Background: an optimization exercise with open tools, aiming at small area. Do not read the settings as production practice.
Only simulation tests tie the RTL to the original design; equivalence was not proved.
Power and IR-drop figures of this design are not reliable: the tool's default activity estimate is inflated in some of its runs.

==> flow/design.v (outline; a module is shown in full before it is edited, if it fits) <==
// module sdf_delay: 13 lines
// module w8_tree: 198 lines
// module w8_prod: 11 lines
// module booth_prod: 421 lines
// module rca: 13 lines
// module sdf_bfly: 19 lines
// module w8_front: 12 lines
// module w8_back: 16 lines
// module w8_front2: 21 lines
// module w64_front: 10 lines
// module w64_back: 7 lines
// module tw64_rom: 31 lines
// module fft_ctrl: 23 lines
// module Top_FFT: 136 lines
module Top_FFT #(
    parameter   INTEGER_SIZE = 4,
                FRACT_SIZE = 14,
                NFFT = 64
) (
    input       wire                                             clk, rst,
    input       wire                                             start_FFT,
    input       wire    signed  [INTEGER_SIZE+FRACT_SIZE-1:0]    serial_in_r, serial_in_i,
    output      wire    signed  [INTEGER_SIZE+FRACT_SIZE-1:0]    serial_out_r, serial_out_i,
    output      wire                                             end_FFT, data_valid_FFT
);
  // ...
==> flow/flow/run.sh <==
#!/bin/bash
# Standard layout, with one netlist step between synthesis and floorplan:
# flow/polarity.py re-polarises full adders (a full adder is self-dual) to
# drop inverters around them. Registers and everything else stay as the
# standard synthesis made them. Each step logs to a file of its own here.
set -euo pipefail
WORK=$(pwd)
R=$WORK/orfs/results/$FLOW_PLATFORM/Top_FFT/base
bash standard.sh synth > $WORK/1_standard_synth.log 2>&1
cp $R/1_2_yosys.v $WORK/1_2_yosys.standard.v
python3 $WORK/flow/polarity.py $WORK/1_2_yosys.standard.v $R/1_2_yosys.v > $WORK/2_polarity.log 2>&1
rm -f $R/1_synth.odb $R/1_synth.sdc
bash standard.sh finish > $WORK/3_standard_finish.log 2>&1
==> flow/flow/polarity.py <==
#!/usr/bin/env python3
"""Inverter reduction on a flat yosys gate netlist (sky130hd).

A full adder is self-dual: FA(~a, ~b, ~c) = (~sum, ~cout).  Flipping an adder
(complementing its three inputs and two outputs) keeps the function; it pays
when its inputs come from inverters or its outputs feed inverters.  This
greedily flips adders while that lowers the inverter count, then removes
inverters left without loads and collapses inverter pairs.
Usage: polarity.py in.v out.v
"""
import re, sys, collections

INV = re.compile(r'^sky130_fd_sc_hd__(clk)?inv_\d+$')
FA = re.compile(r'^sky130_fd_sc_hd__fa_\d+$')
OUTPINS = {'X', 'Y', 'Q', 'Q_N', 'SUM', 'COUT', 'HI', 'LO'}

def parse(path):
    txt = open(path).read()
    m = re.search(r'\bmodule\s+(\S+)\s*\(', txt)
    head_end = txt.index(';', m.end()) + 1
    body = txt[head_end:txt.rindex('endmodule')]
    items = []  # ('raw', text) or ('cell', [type, name, [(pin, net)]])
    pos = 0
    cell_re = re.compile(r'\s*(sky130_fd_sc_hd__\w+)\s+(\S+)\s*\((.*?)\);', re.S)
    stmt_re = re.compile(r'\s*(.*?;)', re.S)
    while True:
        while pos < len(body) and body[pos].isspace():
            pos += 1
        if pos >= len(body):
            break
        mc = cell_re.match(body, pos)
        if mc:
            conns = [(p, n.strip()) for p, n in re.findall(r'\.(\w+)\(([^()]*)\)', mc.group(3))]
            items.append(['cell', mc.group(1), mc.group(2), conns])
            pos = mc.end()
        else:
            ms = stmt_re.match(body, pos)
            items.append(['raw', ms.group(1)])
            pos = ms.end()
    return txt[:head_end], items, txt[txt.rindex('endmodule'):]

def main(inp, outp):
    head, items, tail = parse(inp)
    outputs = set()
    port_nets = set()
    for it in items:
        if it[0] == 'raw':
            mm = re.match(r'(output|input|inout)\s+(\[[^\]]*\]\s*)?(\S+)\s*;', it[1])
            if mm:
                port_nets.add(mm.group(3))
    cells = [it for it in items if it[0] == 'cell']
    # nets referenced by assign statements are treated as fixed (never rewired)
    fixed = set()
    for it in items:
        if it[0] == 'raw' and it[1].startswith('assign'):
            for tok in re.findall(r'(\\\S+|[A-Za-z_][\w$]*(?:\s*\[\d+\])?)', it[1][6:]):
                fixed.add(tok.replace(' ', ''))
    def base(n):
        return re.sub(r'\s*\[\d+(:\d+)?\]$', '', n)
    nid = [0]
    def newnet():
        nid[0] += 1
        return '_pol%d_' % nid[0]
    newwires = []
    # connectivity
    drv = {}
    loads = collections.defaultdict(set)
    cid = {}
    for i, c in enumerate(cells):
        cid[i] = c
    def rebuild():
        drv.clear(); loads.clear()
        for i, c in cid.items():
            for k, (p, n) in enumerate(c[3]):
                if p in OUTPINS:
                    drv[n] = (i, p)
                else:
                    loads[n].add((i, k))
    rebuild()
    def is_inv(i):
        return INV.match(cid[i][1]) is not None
    def pin(i, p):
        for q, n in cid[i][3]:
            if q == p: return n
    def setpin(i, k, n):
        old = cid[i][3][k][1]
        loads[old].discard((i, k))
        cid[i][3][k] = (cid[i][3][k][0], n)
        loads[n].add((i, k))
    def protected(n):
        return n in fixed or base(n) in port_nets or n in port_nets or n.startswith("1'") or n == ''
    next_cell = [0]
    def add_inv(a):
        y = newnet(); newwires.append(y)
        next_cell[0] += 1
        i = max(cid) + 1
        cid[i] = ['cell', 'sky130_fd_sc_hd__inv_1', '_polinv%d_' % next_cell[0], [('A', a), ('Y', y)]]
        drv[y] = (i, 'Y'); loads[a].add((i, 0))
        return y
    def remove_cell(i):
        for k, (p, n) in enumerate(cid[i][3]):
            if p in OUTPINS:
                if drv.get(n) == (i, p): del drv[n]
            else:
                loads[n].discard((i, k))
        del cid[i]
    def inv_of(n):
        """a net carrying ~n, if one exists without new cells"""
        d = drv.get(n)
        if d and is_inv(d[0]):
            return pin(d[0], 'A')
        for (j, k) in loads[n]:
            if j in cid and is_inv(j):
                return pin(j, 'Y')
        return None
    def cleanup(nets):
        # remove inverters whose outputs have no loads
        changed = True
        while changed:
            changed = False
            for n in list(nets):
                d = drv.get(n)
                if d and d[0] in cid and is_inv(d[0]) and not loads[n] and not protected(n):
                    a = pin(d[0], 'A')
                    remove_cell(d[0]); changed = True
                    nets.add(a)
    def count_inv():
        return sum(1 for i in cid if is_inv(i))
    def flip(i):
        """complement inputs and outputs of adder i"""
        c = cid[i]
        touched = set()
        for k, (p, n) in enumerate(list(c[3])):
            if p in ('A', 'B', 'CIN'):
                if n.startswith("1'"):
                    nn = "1'h1" if n in ("1'h0", "1'b0") else "1'h0"
                else:
                    nn = inv_of(n)
                    if nn is None:
                        nn = add_inv(n)
                setpin(i, k, nn); touched.add(n)
        for k, (p, n) in enumerate(list(c[3])):
            if p in ('SUM', 'COUT'):
                if protected(n):
                    # keep the net: drive it through a new inverter from the new output
                    o = newnet(); newwires.append(o)
                    del drv[n]
                    cid[i][3][k] = (p, o); drv[o] = (i, p)
                    y = add_inv(o)
                    j = drv[y][0]
                    del drv[y]
                    cid[j][3][1] = ('Y', n); drv[n] = (j, 'Y')
                    continue
                o = newnet(); newwires.append(o)
                del drv[n]
                cid[i][3][k] = (p, o); drv[o] = (i, p)
                inv_loads = [(j, kk) for (j, kk) in list(loads[n]) if is_inv(j)]
                other = [(j, kk) for (j, kk) in list(loads[n]) if not is_inv(j)]
                for (j, kk) in inv_loads:
                    z = pin(j, 'Y')
                    if protected(z):
                        # z must stay driven: let it be driven by a buffer-free path: keep inverter, feed it ~o? -> needs o: keep as is via inverter of o
                        continue
                    for (jj, k2) in list(loads[z]):
                        setpin(jj, k2, o)
                    remove_cell(j)
                rem = [(j, kk) for (j, kk) in list(loads[n]) if j in cid]
                if rem:
                    # loads that need the old polarity: drive net n from an inverter of o
                    next_cell[0] += 1
                    j = max(cid) + 1
                    cid[j] = ['cell', 'sky130_fd_sc_hd__inv_1', '_polinv%d_' % next_cell[0], [('A', o), ('Y', n)]]
                    drv[n] = (j, 'Y'); loads[o].add((j, 0))
                touched.add(n)
        cleanup(touched)
    fas = [i for i in cid if FA.match(cid[i][1])]
    def delta(i):
        d = 0
        c = cid[i]
        seen = set()
        for p, n in c[3]:
            if p in ('A', 'B', 'CIN'):
                if n.startswith("1'") or n in seen:
                    continue
                seen.add(n)
                dd = drv.get(n)
                if dd and dd[0] in cid and is_inv(dd[0]):
                    y = n
                    nl = sum(1 for (j, k) in loads[y] if j != i)
                    if nl == 0 and not protected(y):
                        d -= 1
                elif inv_of(n) is None:
                    d += 1
        for p, n in c[3]:
            if p in ('SUM', 'COUT'):
                if protected(n):
                    d += 1
                    continue
                other = False
                for (j, k) in loads[n]:
                    if is_inv(j) and not protected(pin(j, 'Y')):
                        d -= 1
                    else:
                        other = True
                if other:
                    d += 1
        return d
    best = count_inv()
    print('inverters before', best, 'adders', len(fas))
    for rnd in range(10):
        nflip = 0
        for i in fas:
            if i in cid and delta(i) < 0:
                b = count_inv()
                flip(i)
                nflip += 1
        print('round', rnd, 'flips', nflip, 'inverters', count_inv())
        if nflip == 0:
            break
    # write
    out = [head]
    for w in newwires:
        out.append('  wire %s;' % w)
    for it in items:
        if it[0] == 'raw':
            out.append('  ' + it[1])
    for i in sorted(cid):
        c = cid[i]
        out.append('  %s %s (%s);' % (c[1], c[2], ', '.join('.%s(%s)' % (p, n + ' ' if n.startswith('\\') else n) for p, n in c[3])))
    out.append(tail)
    open(outp, 'w').write('\n'.join(out))

if __name__ == '__main__':
    main(sys.argv[1], sys.argv[2])
==> flow/standard.sh <==
#!/bin/bash
# synth_recipe.tcl (not shown) runs the flow's synth.tcl, then flattens the netlist and writes it again
# the make line also repeats each setting of config.mk as NAME=value (left out here)
make -C /OpenROAD-flow-scripts/flow DESIGN_CONFIG=/design/flow/config.mk WORK_HOME=/design/flow/orfs CLKGATE_MAP_FILE= SYNTH_SCRIPT=/design/flow/synth_recipe.tcl "${@:-finish}"
==> flow/config.mk <==
export PLATFORM = sky130hd
export DESIGN_NAME = Top_FFT
export DESIGN_NICKNAME = Top_FFT
export VERILOG_FILES = /design/flow/design.v
export SDC_FILE = /design/flow/constraint.sdc
export NUM_CORES = 4
export LEC_CHECK = 0
export ABC_AREA = 1
export CAP_MARGIN = 20
export CORE_MARGIN = 2
export CORE_UTILIZATION = 65
export CTS_BUF_LIST = sky130_fd_sc_hd__clkbuf_16
export CTS_CLUSTER_DIAMETER = 120
export CTS_CLUSTER_SIZE = 22
export PLACE_DENSITY = 0.8
export SLEW_MARGIN = 20
==> flow/constraint.sdc <==
create_clock -name core_clock -period 12.0 [get_ports {clk}]
set_input_delay 2.4000 -clock core_clock [delete_from_list [all_inputs] [get_ports {clk}]]
set_output_delay 2.4000 -clock core_clock [all_outputs]
set_load 0.01 [all_outputs]
==> impl_results.md, run 1 <==
* Placed insts at between 10000 and 15000
* Buffering overhead at 0.02017
* Clk pin slew, worst setup/hold paths at about 0.09 ns
* Die footprint at about 150000 µm²
* Layout cells sized above 1 at 0.05255
* Avg WL per Cell at between 20 and 25 µm
* Vias in the first global route at roughly 63000
* Reg2Reg Depth at 31
* Hold Slack at around 0.3 ns
* Status: complete, no violations
* Reg2reg end: r3r[35]
* Setup bufs post-CTS at 0
* Met2 Resource Use GR at 0.5016
* Mapped Nets at about 10000
* Maxcap violations at 0
* Met2 wire len at about 110 mm
* Mapped cell area at roughly 97000 µm²
* Worst path most repeated cell: fa_1
* WP buf/inv at 3
* Critical Path Stages at 31
* Core ar. at about 150000 µm²
* HPWL reported at the end of detailed placement at ~170 mm
* Post-place setup slack at about 0.42 ns
* Seq area share at 0.4720
* Die width at 390.5 µm
* Storage element area at between 40000 and 50000 µm²
* Largest registers: dl1w x1152, DL2.sr x576, DL3.sr x288
* CP top delay family: adder cells
* Clock Sinks at 2440
* Setup TNS at 0 ns
* Top sig layer: met5
* Largest net degree at the start of global routing at 73
* Tcrit/Tclk final at 0.9613
==> module Top_FFT, before the edit <==
module Top_FFT #(
    parameter   INTEGER_SIZE = 4,
                FRACT_SIZE = 14,
                NFFT = 64
) (
    input       wire                                             clk, rst,
    input       wire                                             start_FFT,
    input       wire    signed  [INTEGER_SIZE+FRACT_SIZE-1:0]    serial_in_r, serial_in_i,
    output      wire    signed  [INTEGER_SIZE+FRACT_SIZE-1:0]    serial_out_r, serial_out_i,
    output      wire                                             end_FFT, data_valid_FFT
);
localparam W = INTEGER_SIZE + FRACT_SIZE;
wire       busy;
wire [7:0] cnt;
fft_ctrl CTRL (.clk(clk), .rst(rst), .start_FFT(start_FFT), .busy(busy), .cnt(cnt),
               .end_FFT(end_FFT), .data_valid(data_valid_FFT));
localparam LIN = 6;
localparam S1 = LIN - 1, S2 = S1 + 32 + 1, S3 = S2 + 16 + 3, S4 = S3 + 8 + 2, S5 = S4 + 4 + 1, S6 = S5 + 2 + 4;
wire [7:0] t1 = cnt - S1, t2 = cnt - S2, t3 = cnt - S3, t4 = cnt - S4, t5 = cnt - S5, t6 = cnt - S6;
wire [7:0] m1  = cnt - (S1 + 32);
wire [7:0] m2n = cnt - (S2 + 16), m2b = cnt - (S2 + 16 + 2);
wire [7:0] m3n = cnt - (S3 + 8);        
wire [7:0] m4  = cnt - (S4 + 4);
wire [7:0] m5n = cnt - (S5 + 2);
reg  [1:0] ad2f, ad5f;
always @(posedge clk) begin
    ad2f <= m2n[3] ? {m2n[4], m2n[5]} : 2'd0;
    ad5f <= m5n[0] ? {m5n[1], m5n[2]} : 2'd0;
end
wire [2*W-1:0] x_in = {serial_in_r, serial_in_i};
wire [2*W-1:0] u1, p3, u4, a4, u5, a5, p5, u6, a6, y;
wire [2*W-1:0] o3, w3, dl4, o4, dl5, o5, w5, dl6, o6;
wire           mP3 = busy & (cnt >= 8'd65);
wire           mR3 = busy & (cnt >= 8'd66);
wire           mD4 = busy & (cnt >= 8'd67);
reg  [2*W-1:0] p3r, r3r;
reg  [2*W-1:0] dl4w [0:3];
always @(posedge clk) begin
    p3r     <= mP3 ? o3  : x_in;
    r3r     <= mR3 ? w3  : p3r;
    dl4w[0] <= mD4 ? dl4 : r3r;
    dl4w[1] <= dl4w[0];
    dl4w[2] <= dl4w[1];
    dl4w[3] <= dl4w[2];
end
assign p3 = p3r;
assign u4 = r3r;
assign a4 = dl4w[3];
assign u1 = dl4w[3];
wire [2*W-1:0] a1, dl1, o1;
reg  [2*W-1:0] dl1w [0:31];
wire [38:0]    q51n, q51;
wire [39:0]    q52n, q52;
reg  [2:0]     q51x;
reg  [3:0]     q52x;
wire           mk1 = busy & (cnt >= 8'd70);
wire           mk2 = busy & (cnt >= 8'd71);
wire           mk4 = busy & (cnt >= 8'd73);
wire           mk5 = busy & (cnt >= 8'd74);
wire           mk6 = busy & (cnt >= 8'd75);
wire           mk7 = busy & (cnt >= 8'd76);
wire           mk8 = busy & (cnt >= 8'd77);
wire           mk9 = busy & (cnt >= 8'd78);
integer k1;
always @(posedge clk) begin
    dl1w[0] <= dl1;
    dl1w[1] <= mk1 ? o4         : dl1w[0];      
    dl1w[2] <= mk2 ? dl5        : dl1w[1];      
    dl1w[3] <= dl1w[2];                         
    dl1w[4] <= mk4 ? o5         : dl1w[3];      
    dl1w[5] <= mk5 ? q51n[38:3] : dl1w[4];      
    dl1w[6] <= mk6 ? q52n[39:4] : dl1w[5];      
    dl1w[7] <= mk7 ? w5         : dl1w[6];      
    dl1w[8] <= mk8 ? dl6        : dl1w[7];      
    dl1w[9] <= mk9 ? o6         : dl1w[8];      
    for (k1 = 10; k1 < 32; k1 = k1 + 1)
        dl1w[k1] <= dl1w[k1-1];
    q51x    <= q51n[2:0];
    q52x    <= q52n[3:0];
end
assign a1  = dl1w[31];
assign u5  = dl1w[1];
assign a5  = dl1w[3];
assign p5  = dl1w[4];
assign q51 = {dl1w[5], q51x};
assign q52 = {dl1w[6], q52x};
assign u6  = dl1w[7];
assign a6  = dl1w[8];
assign y   = dl1w[9];
sdf_bfly  #(.W(W)) BF1 (.sel(t1[5]), .tw(m1[4] & m1[5]),
    .a_r(a1[2*W-1:W]), .a_i(a1[W-1:0]), .u_r(u1[2*W-1:W]), .u_i(u1[W-1:0]),
    .dl_r(dl1[2*W-1:W]), .dl_i(dl1[W-1:0]), .o_r(o1[2*W-1:W]), .o_i(o1[W-1:0]));
wire [2*W-1:0] u2;
wire [2*W-1:0] u2n;
sdf_delay #(.W(2*W), .D(1)) R1 (.clk(clk), .din(~o1), .dout(u2n));
assign u2 = ~u2n;
wire [2*W-1:0] a2, dl2, o2;
sdf_delay #(.W(2*W), .D(16)) DL2 (.clk(clk), .din(dl2), .dout(a2));
sdf_bfly  #(.W(W)) BF2 (.sel(t2[4]), .tw(1'b0),
    .a_r(a2[2*W-1:W]), .a_i(a2[W-1:0]), .u_r(u2[2*W-1:W]), .u_i(u2[W-1:0]),
    .dl_r(dl2[2*W-1:W]), .dl_i(dl2[W-1:0]), .o_r(o2[2*W-1:W]), .o_i(o2[W-1:0]));
wire [2*W-1:0] p2, w2, u3;
wire [37:0]    f2, q2;
sdf_delay #(.W(2*W), .D(1)) P2 (.clk(clk), .din(o2), .dout(p2));
w8_front TF2 (.addr(ad2f), .in_r(p2[2*W-1:W]), .in_i(p2[W-1:0]), .q(f2));
sdf_delay #(.W(38), .D(1)) Q2 (.clk(clk), .din(f2), .dout(q2));
w8_back  TB2 (.addr(m2b[3] ? {m2b[4], m2b[5]} : 2'd0), .q(q2), .out_r(w2[2*W-1:W]), .out_i(w2[W-1:0]));
wire [2*W-1:0] u3n;
sdf_delay #(.W(2*W), .D(1)) R2 (.clk(clk), .din(~w2), .dout(u3n));
assign u3 = ~u3n;
wire [2*W-1:0] a3, dl3;
sdf_delay #(.W(2*W), .D(8)) DL3 (.clk(clk), .din(dl3), .dout(a3));
sdf_bfly  #(.W(W)) BF3 (.sel(t3[3]), .tw(1'b0),
    .a_r(a3[2*W-1:W]), .a_i(a3[W-1:0]), .u_r(u3[2*W-1:W]), .u_i(u3[W-1:0]),
    .dl_r(dl3[2*W-1:W]), .dl_i(dl3[W-1:0]), .o_r(o3[2*W-1:W]), .o_i(o3[W-1:0]));
wire [41:0]    cn3, c3;
wire [71:0]    f3;
tw64_rom ROM3 (.address(m3n[5:0]), .dr(cn3[41:21]), .di(cn3[20:0]));
sdf_delay #(.W(42), .D(1)) C3 (.clk(clk), .din(cn3), .dout(c3));
w64_front TF3 (.in_r(p3[2*W-1:W]), .in_i(p3[W-1:0]), .dr(c3[41:21]), .di(c3[20:0]), .q(f3));
w64_back  TB3 (.q(f3), .out_r(w3[2*W-1:W]), .out_i(w3[W-1:0]));
sdf_bfly  #(.W(W)) BF4 (.sel(t4[2]), .tw(m4[1] & m4[2]),
    .a_r(a4[2*W-1:W]), .a_i(a4[W-1:0]), .u_r(u4[2*W-1:W]), .u_i(u4[W-1:0]),
    .dl_r(dl4[2*W-1:W]), .dl_i(dl4[W-1:0]), .o_r(o4[2*W-1:W]), .o_i(o4[W-1:0]));
sdf_bfly  #(.W(W)) BF5 (.sel(t5[1]), .tw(1'b0),
    .a_r(a5[2*W-1:W]), .a_i(a5[W-1:0]), .u_r(u5[2*W-1:W]), .u_i(u5[W-1:0]),
    .dl_r(dl5[2*W-1:W]), .dl_i(dl5[W-1:0]), .o_r(o5[2*W-1:W]), .o_i(o5[W-1:0]));
w8_front2 TF5 (.addr(ad5f), .in_r(p5[2*W-1:W]), .in_i(p5[W-1:0]),
               .q1(q51), .q1n(q51n), .q2n(q52n));
w8_back  TB5 (.addr(q52[1:0]), .q(q52[39:2]), .out_r(w5[2*W-1:W]), .out_i(w5[W-1:0]));
sdf_bfly  #(.W(W)) BF6 (.sel(t6[0]), .tw(1'b0),
    .a_r(a6[2*W-1:W]), .a_i(a6[W-1:0]), .u_r(u6[2*W-1:W]), .u_i(u6[W-1:0]),
    .dl_r(dl6[2*W-1:W]), .dl_i(dl6[W-1:0]), .o_r(o6[2*W-1:W]), .o_i(o6[W-1:0]));
assign serial_out_r = y[2*W-1:W];
assign serial_out_i = y[W-1:0];
endmodule
==> run 2: changes to the inputs <==
--- a/flow/design.v
+++ b/flow/design.v
@@ -822,73 +822,45 @@
     ad2f <= m2n[3] ? {m2n[4], m2n[5]} : 2'd0;
     ad5f <= m5n[0] ? {m5n[1], m5n[2]} : 2'd0;
 end
-wire [2*W-1:0] x_in = {serial_in_r, serial_in_i};
-wire [2*W-1:0] u1, p3, u4, a4, u5, a5, p5, u6, a6, y;
-wire [2*W-1:0] o3, w3, dl4, o4, dl5, o5, w5, dl6, o6;
-wire           mP3 = busy & (cnt >= 8'd65);
-wire           mR3 = busy & (cnt >= 8'd66);
-wire           mD4 = busy & (cnt >= 8'd67);
-reg  [2*W-1:0] p3r, r3r;
-reg  [2*W-1:0] dl4w [0:3];
-always @(posedge clk) begin
-    p3r     <= mP3 ? o3  : x_in;
-    r3r     <= mR3 ? w3  : p3r;
-    dl4w[0] <= mD4 ? dl4 : r3r;
-    dl4w[1] <= dl4w[0];
-    dl4w[2] <= dl4w[1];
-    dl4w[3] <= dl4w[2];
-end
-assign p3 = p3r;
-assign u4 = r3r;
-assign a4 = dl4w[3];
-assign u1 = dl4w[3];
+wire ml = busy & (cnt >= 8'd68);           
+wire [2*W-1:0] u1, y, a6, u6, u5, p5, dl5a, a5;
+wire [2*W-1:0] dl6, o6, w5, o4, o5, dl5;
+sdf_delay #(.W(2*W), .D(1)) R6  (.clk(clk), .din(ml ? o6  : {serial_in_r, serial_in_i}), .dout(y));
+sdf_delay #(.W(2*W), .D(1)) DL6 (.clk(clk), .din(ml ? dl6 : y),    .dout(a6));
+sdf_delay #(.W(2*W), .D(1)) R5  (.clk(clk), .din(ml ? w5  : a6),   .dout(u6));
+sdf_delay #(.W(2*W), .D(1)) R4  (.clk(clk), .din(ml ? o4  : u6),   .dout(u5));
+sdf_delay #(.W(2*W), .D(1)) P5  (.clk(clk), .din(ml ? o5  : u5),   .dout(p5));
+sdf_delay #(.W(2*W), .D(1)) DL5 (.clk(clk), .din(ml ? dl5 : p5),   .dout(dl5a));
+assign u1 = dl5a;
 wire [2*W-1:0] a1, dl1, o1;
 reg  [2*W-1:0] dl1w [0:31];
+wire           ms4 = busy & (cnt >= 8'd73);
+wire           ms6 = busy & (cnt >= 8'd75);
+wire           ms7 = busy & (cnt >= 8'd76);
 wire [38:0]    q51n, q51;
 wire [39:0]    q52n, q52;
 reg  [2:0]     q51x;
 reg  [3:0]     q52x;
-wire           mk1 = busy & (cnt >= 8'd70);
-wire           mk2 = busy & (cnt >= 8'd71);
-wire           mk4 = busy & (cnt >= 8'd73);
-wire           mk5 = busy & (cnt >= 8'd74);
-wire           mk6 = busy & (cnt >= 8'd75);
-wire           mk7 = busy & (cnt >= 8'd76);
-wire           mk8 = busy & (cnt >= 8'd77);
-wire           mk9 = busy & (cnt >= 8'd78);
 integer k1;
 always @(posedge clk) begin
     dl1w[0] <= dl1;
-    dl1w[1] <= mk1 ? o4         : dl1w[0];      
-    dl1w[2] <= mk2 ? dl5        : dl1w[1];      
-    dl1w[3] <= dl1w[2];                         
-    dl1w[4] <= mk4 ? o5         : dl1w[3];      
-    dl1w[5] <= mk5 ? q51n[38:3] : dl1w[4];      
-    dl1w[6] <= mk6 ? q52n[39:4] : dl1w[5];      
-    dl1w[7] <= mk7 ? w5         : dl1w[6];      
-    dl1w[8] <= mk8 ? dl6        : dl1w[7];      
-    dl1w[9] <= mk9 ? o6         : dl1w[8];      
-    for (k1 = 10; k1 < 32; k1 = k1 + 1)
-        dl1w[k1] <= dl1w[k1-1];
+    for (k1 = 1; k1 < 32; k1 = k1 + 1)
+        if (k1 != 4 && k1 != 6 && k1 != 7) dl1w[k1] <= dl1w[k1-1];
+    dl1w[4] <= ms4 ? dl5a        : dl1w[3];
+    dl1w[6] <= ms6 ? q51n[38:3]  : dl1w[5];
+    dl1w[7] <= ms7 ? q52n[39:4]  : dl1w[6];
     q51x    <= q51n[2:0];
     q52x    <= q52n[3:0];
 end
 assign a1  = dl1w[31];
-assign u5  = dl1w[1];
-assign a5  = dl1w[3];
-assign p5  = dl1w[4];
-assign q51 = {dl1w[5], q51x};
-assign q52 = {dl1w[6], q52x};
-assign u6  = dl1w[7];
-assign a6  = dl1w[8];
-assign y   = dl1w[9];
+assign a5  = dl1w[4];
+assign q51 = {dl1w[6], q51x};
+assign q52 = {dl1w[7], q52x};
 sdf_bfly  #(.W(W)) BF1 (.sel(t1[5]), .tw(m1[4] & m1[5]),
     .a_r(a1[2*W-1:W]), .a_i(a1[W-1:0]), .u_r(u1[2*W-1:W]), .u_i(u1[W-1:0]),
     .dl_r(dl1[2*W-1:W]), .dl_i(dl1[W-1:0]), .o_r(o1[2*W-1:W]), .o_i(o1[W-1:0]));
 wire [2*W-1:0] u2;
-wire [2*W-1:0] u2n;
-sdf_delay #(.W(2*W), .D(1)) R1 (.clk(clk), .din(~o1), .dout(u2n));
-assign u2 = ~u2n;
+sdf_delay #(.W(2*W), .D(1)) R1 (.clk(clk), .din(o1), .dout(u2));
 wire [2*W-1:0] a2, dl2, o2;
 sdf_delay #(.W(2*W), .D(16)) DL2 (.clk(clk), .din(dl2), .dout(a2));
 sdf_bfly  #(.W(W)) BF2 (.sel(t2[4]), .tw(1'b0),
@@ -900,20 +872,23 @@
 w8_front TF2 (.addr(ad2f), .in_r(p2[2*W-1:W]), .in_i(p2[W-1:0]), .q(f2));
 sdf_delay #(.W(38), .D(1)) Q2 (.clk(clk), .din(f2), .dout(q2));
 w8_back  TB2 (.addr(m2b[3] ? {m2b[4], m2b[5]} : 2'd0), .q(q2), .out_r(w2[2*W-1:W]), .out_i(w2[W-1:0]));
-wire [2*W-1:0] u3n;
-sdf_delay #(.W(2*W), .D(1)) R2 (.clk(clk), .din(~w2), .dout(u3n));
-assign u3 = ~u3n;
-wire [2*W-1:0] a3, dl3;
+sdf_delay #(.W(2*W), .D(1)) R2 (.clk(clk), .din(w2), .dout(u3));
+wire [2*W-1:0] a3, dl3, o3;
 sdf_delay #(.W(2*W), .D(8)) DL3 (.clk(clk), .din(dl3), .dout(a3));
 sdf_bfly  #(.W(W)) BF3 (.sel(t3[3]), .tw(1'b0),
     .a_r(a3[2*W-1:W]), .a_i(a3[W-1:0]), .u_r(u3[2*W-1:W]), .u_i(u3[W-1:0]),
     .dl_r(dl3[2*W-1:W]), .dl_i(dl3[W-1:0]), .o_r(o3[2*W-1:W]), .o_i(o3[W-1:0]));
+wire [2*W-1:0] p3, w3, u4;
 wire [41:0]    cn3, c3;
 wire [71:0]    f3;
+sdf_delay #(.W(2*W), .D(1)) P3 (.clk(clk), .din(o3), .dout(p3));
 tw64_rom ROM3 (.address(m3n[5:0]), .dr(cn3[41:21]), .di(cn3[20:0]));
 sdf_delay #(.W(42), .D(1)) C3 (.clk(clk), .din(cn3), .dout(c3));
 w64_front TF3 (.in_r(p3[2*W-1:W]), .in_i(p3[W-1:0]), .dr(c3[41:21]), .di(c3[20:0]), .q(f3));
 w64_back  TB3 (.q(f3), .out_r(w3[2*W-1:W]), .out_i(w3[W-1:0]));
+sdf_delay #(.W(2*W), .D(1)) R3 (.clk(clk), .din(w3), .dout(u4));
+wire [2*W-1:0] a4, dl4;
+sdf_delay #(.W(2*W), .D(4)) DL4 (.clk(clk), .din(dl4), .dout(a4));
 sdf_bfly  #(.W(W)) BF4 (.sel(t4[2]), .tw(m4[1] & m4[2]),
     .a_r(a4[2*W-1:W]), .a_i(a4[W-1:0]), .u_r(u4[2*W-1:W]), .u_i(u4[W-1:0]),
     .dl_r(dl4[2*W-1:W]), .dl_i(dl4[W-1:0]), .o_r(o4[2*W-1:W]), .o_i(o4[W-1:0]));
==> run 2 against run 1 <==
- register-to-register slack improved by 0.07 ns
- clock skew up 0.016 ns
- die area increased by 5.5%
- sequential share of layout area up 1.5 points
- global-route usage is 0.20 points lower
- non-clock buffer count fell by 4
- final area rose by 5.5%
- critical endpoint is now dl1w[6][34]
- largest cell class unchanged
==> impl_results.md, run 2 <==
* Status: complete, no violations
* Core ar. at 156400 µm² (+5.7%)
* Clock Tree Root: clkbuf_16
* First-iteration detailed-routing DRC count at around 7000
* Max-slew violation count at 0
* GRT Resource Usage Total at 0.3127
* Initial Util at 0.6555
* Final Setup Violations at 0
* Mapped cell area at 102500 µm² (+5.6%)
* HPWL reported at the end of detailed placement at 180.0 mm (+5.4%)
* Global route overflow at 0
* Crit-path slowest cell: o21ai_0
* Overall via count from detail_route at 62770
* Final Wtd Congestion at ~1
* RSZ-0062 raised after global routing: no
* Antenna violations before repair at 17
* Die H at about 400 µm
* Worst skew pair latency at between 0.8 and 0.9 ns
* # hold bufs at CTS at 0
* Hold path cells at 0
* Routed WL at approximately 250 mm
* Slew margin rel. at 0.2069
* Commonest non-fill, non-tap cell in the layout: dfxtp_1
* Drt drc at 0
* Cts repair resizes at 0
* Fin cells at around 11000
* Average cell area after synthesis at 11.27 µm²
* Layout cells sized above 1 at 0.04950 (-0.003041)
* Port buffer count at 76
* Commonest non-fill, non-tap cells in the layout: 2647 x dfxtp_1, 1205 x nand2_1, 1031 x fa_1
* Drt pass-1 iters at 8
* DRT antenna net count at 0
* Post-Synthesis Cells at slightly above 9000
* Max frequency at roughly 87 MHz
* Worst path required time at around 13 ns
* Tcrit/Tclk final at 0.9553 (-0.005993)
* Mapped Nets at 10340 (+5.4%)
* Critical Path Sink Type: flop
* Core Rows at about 150
* Setup TNS at 0 ns (unchanged)
* Maxcap violations at 0 (unchanged)
* Synth Warn # at 16
* CTS buffer count at 140
* Hold Violations, Final at 0
* Data arrival, critical path at between 10 and 15 ns
* Hold WC Path Type: reg2reg
* # IOs at just under 80
* Die width at 401.1 µm (+2.7%)
* Placed insts at 10970 (+6.2%)
* Largest registers: dl1w x1152, DL2.sr x576, DL3.sr x288
* Worst path most repeated cell: fa_1
* WS Path Type: reg2reg
* Setup bufs post-CTS at 0 (unchanged)
* Slowest cell delay on critical path at roughly 0.47 ns
* Die footprint at 160900 µm² (+5.5%)
* Clock Sinks at 2656 (+8.9%)
* H-tree Lvls at 4
* Tmin final at ~11 ns
* Clk pin slew, worst setup/hold paths at 0.10 ns (about the same)
* Slew @ Worst Pin at roughly 1.2 ns
* TritonCTS clock tree: yes
* Clk buf depth at 3
* Startpoint types: flop
* Final net count at approximately 10000
* Vias/cell at ~5.6
* Largest net degree at the start of global routing at 117 (+60%)
* First-pass GRT wire length at between 300 and 400 mm
* Register with the most flip-flops: dl1w
* Reg2Reg Depth at 33 (+6.5%)
* Largest register FFs at 1152
* Critical path peak fanout at 12
* Final Skew at around 0.058 ns
* Vias in the first global route at 65420 (+4.5%)
* Avg WL per Cell at 22.31 µm (-0.89%)
* Area grow syn2layout at 6.573%
## run 2: per-layer routing
metal	vias up	global-route usage	share of wire
li1	28100	-	-
met1	30830	0.4202	0.40
met2	3122	0.4765	0.44
met3	715	0.09233	0.11
met4	8	0.1310	0.047
met5	-	0.0002974	0.00021
## run 2: worst paths after layout
kind                          startpoint       endpoint  slack, ns
setup reg to reg                 q51x[0]    dl1w[6][34]       0.54
max in group asynchronous            rst    CTRL.cnt[1]       9.76
hold reg to reg            DL4.sr[2][10]  DL4.sr[3][10]       0.31
hold / removal             DL4.sr[2][10]  DL4.sr[3][10]       0.31
setup / recovery                 q51x[0]    dl1w[6][34]       0.54
min in group asynchronous            rst    CTRL.cnt[0]       1.91
## run 2: area by class of cell
cell class	instances	area [µm²]
Timing Repair Buffer	245	2033
Clock buffer	141	3528
Antenna cell	5	12.51
Clock inverter	22	352.8
Tap cell	2058	2575
Multi-Input combinational cell	4921	43440
Inverter	1085	4078
Fill cell	10780	47150
Sequential cell	2656	53220
## run 2: metrics by stage
| stage | utilization | hold slack, ns | cell area (µm²) | worst slack [ns] |
|---|---|---|---|---|
| floorplan | - | 0.3096 | 102500 | 1.163 |
| global placement | 0.6736 | 0.3096 | 105300 | 0.6954 |
| detailed placement | 0.6736 | 0.3121 | 105300 | 0.5298 |
| CTS | 0.6984 | 0.2952 | 109200 | 0.5789 |
| global route | 0.6985 | 0.3068 | 109200 | 0.1442 |
| finish | 0.6985 | 0.3079 | 109200 | 0.5363 |
## run 2: worst max-delay path, delay by kind of cell (launching register included)
family                     cells  cell delay [ns]
AOI/OAI and AO/OA              2             0.66
adders and majority gates     26             9.91
buffers and inverters          3             0.25
DFF                            1             0.41
and+or+nand+nor                2             0.16

==> afterwards: timing with drivers on the ports <==
The results above use ideal ports. As a check the final layouts listed here were re-extracted and re-timed, cells and wires unchanged.
Step 1 sets driving cells, clkbuf_16 on the clock port and buf_2 on the other inputs (assumed; they add their load-dependent delay and slew).
Step 2 times the ports against the registers' clock, not the clock port: input delays grow and output delays shrink by t, the midpoint of the rising clock arrivals with the driver on.
Slacks: ideal / step 1 / step 2; pairs: ideal / step 1.
run	t (ns)	setup WS [ns]	hold slack, ns
run 1	0.867	0.464 / 0.464 / 0.464	0.303 / 0.303 / 0.303
run 2	0.897	0.536 / 0.536 / 0.536	0.308 / 0.308 / 0.308
After both steps every run listed still meets setup and hold.
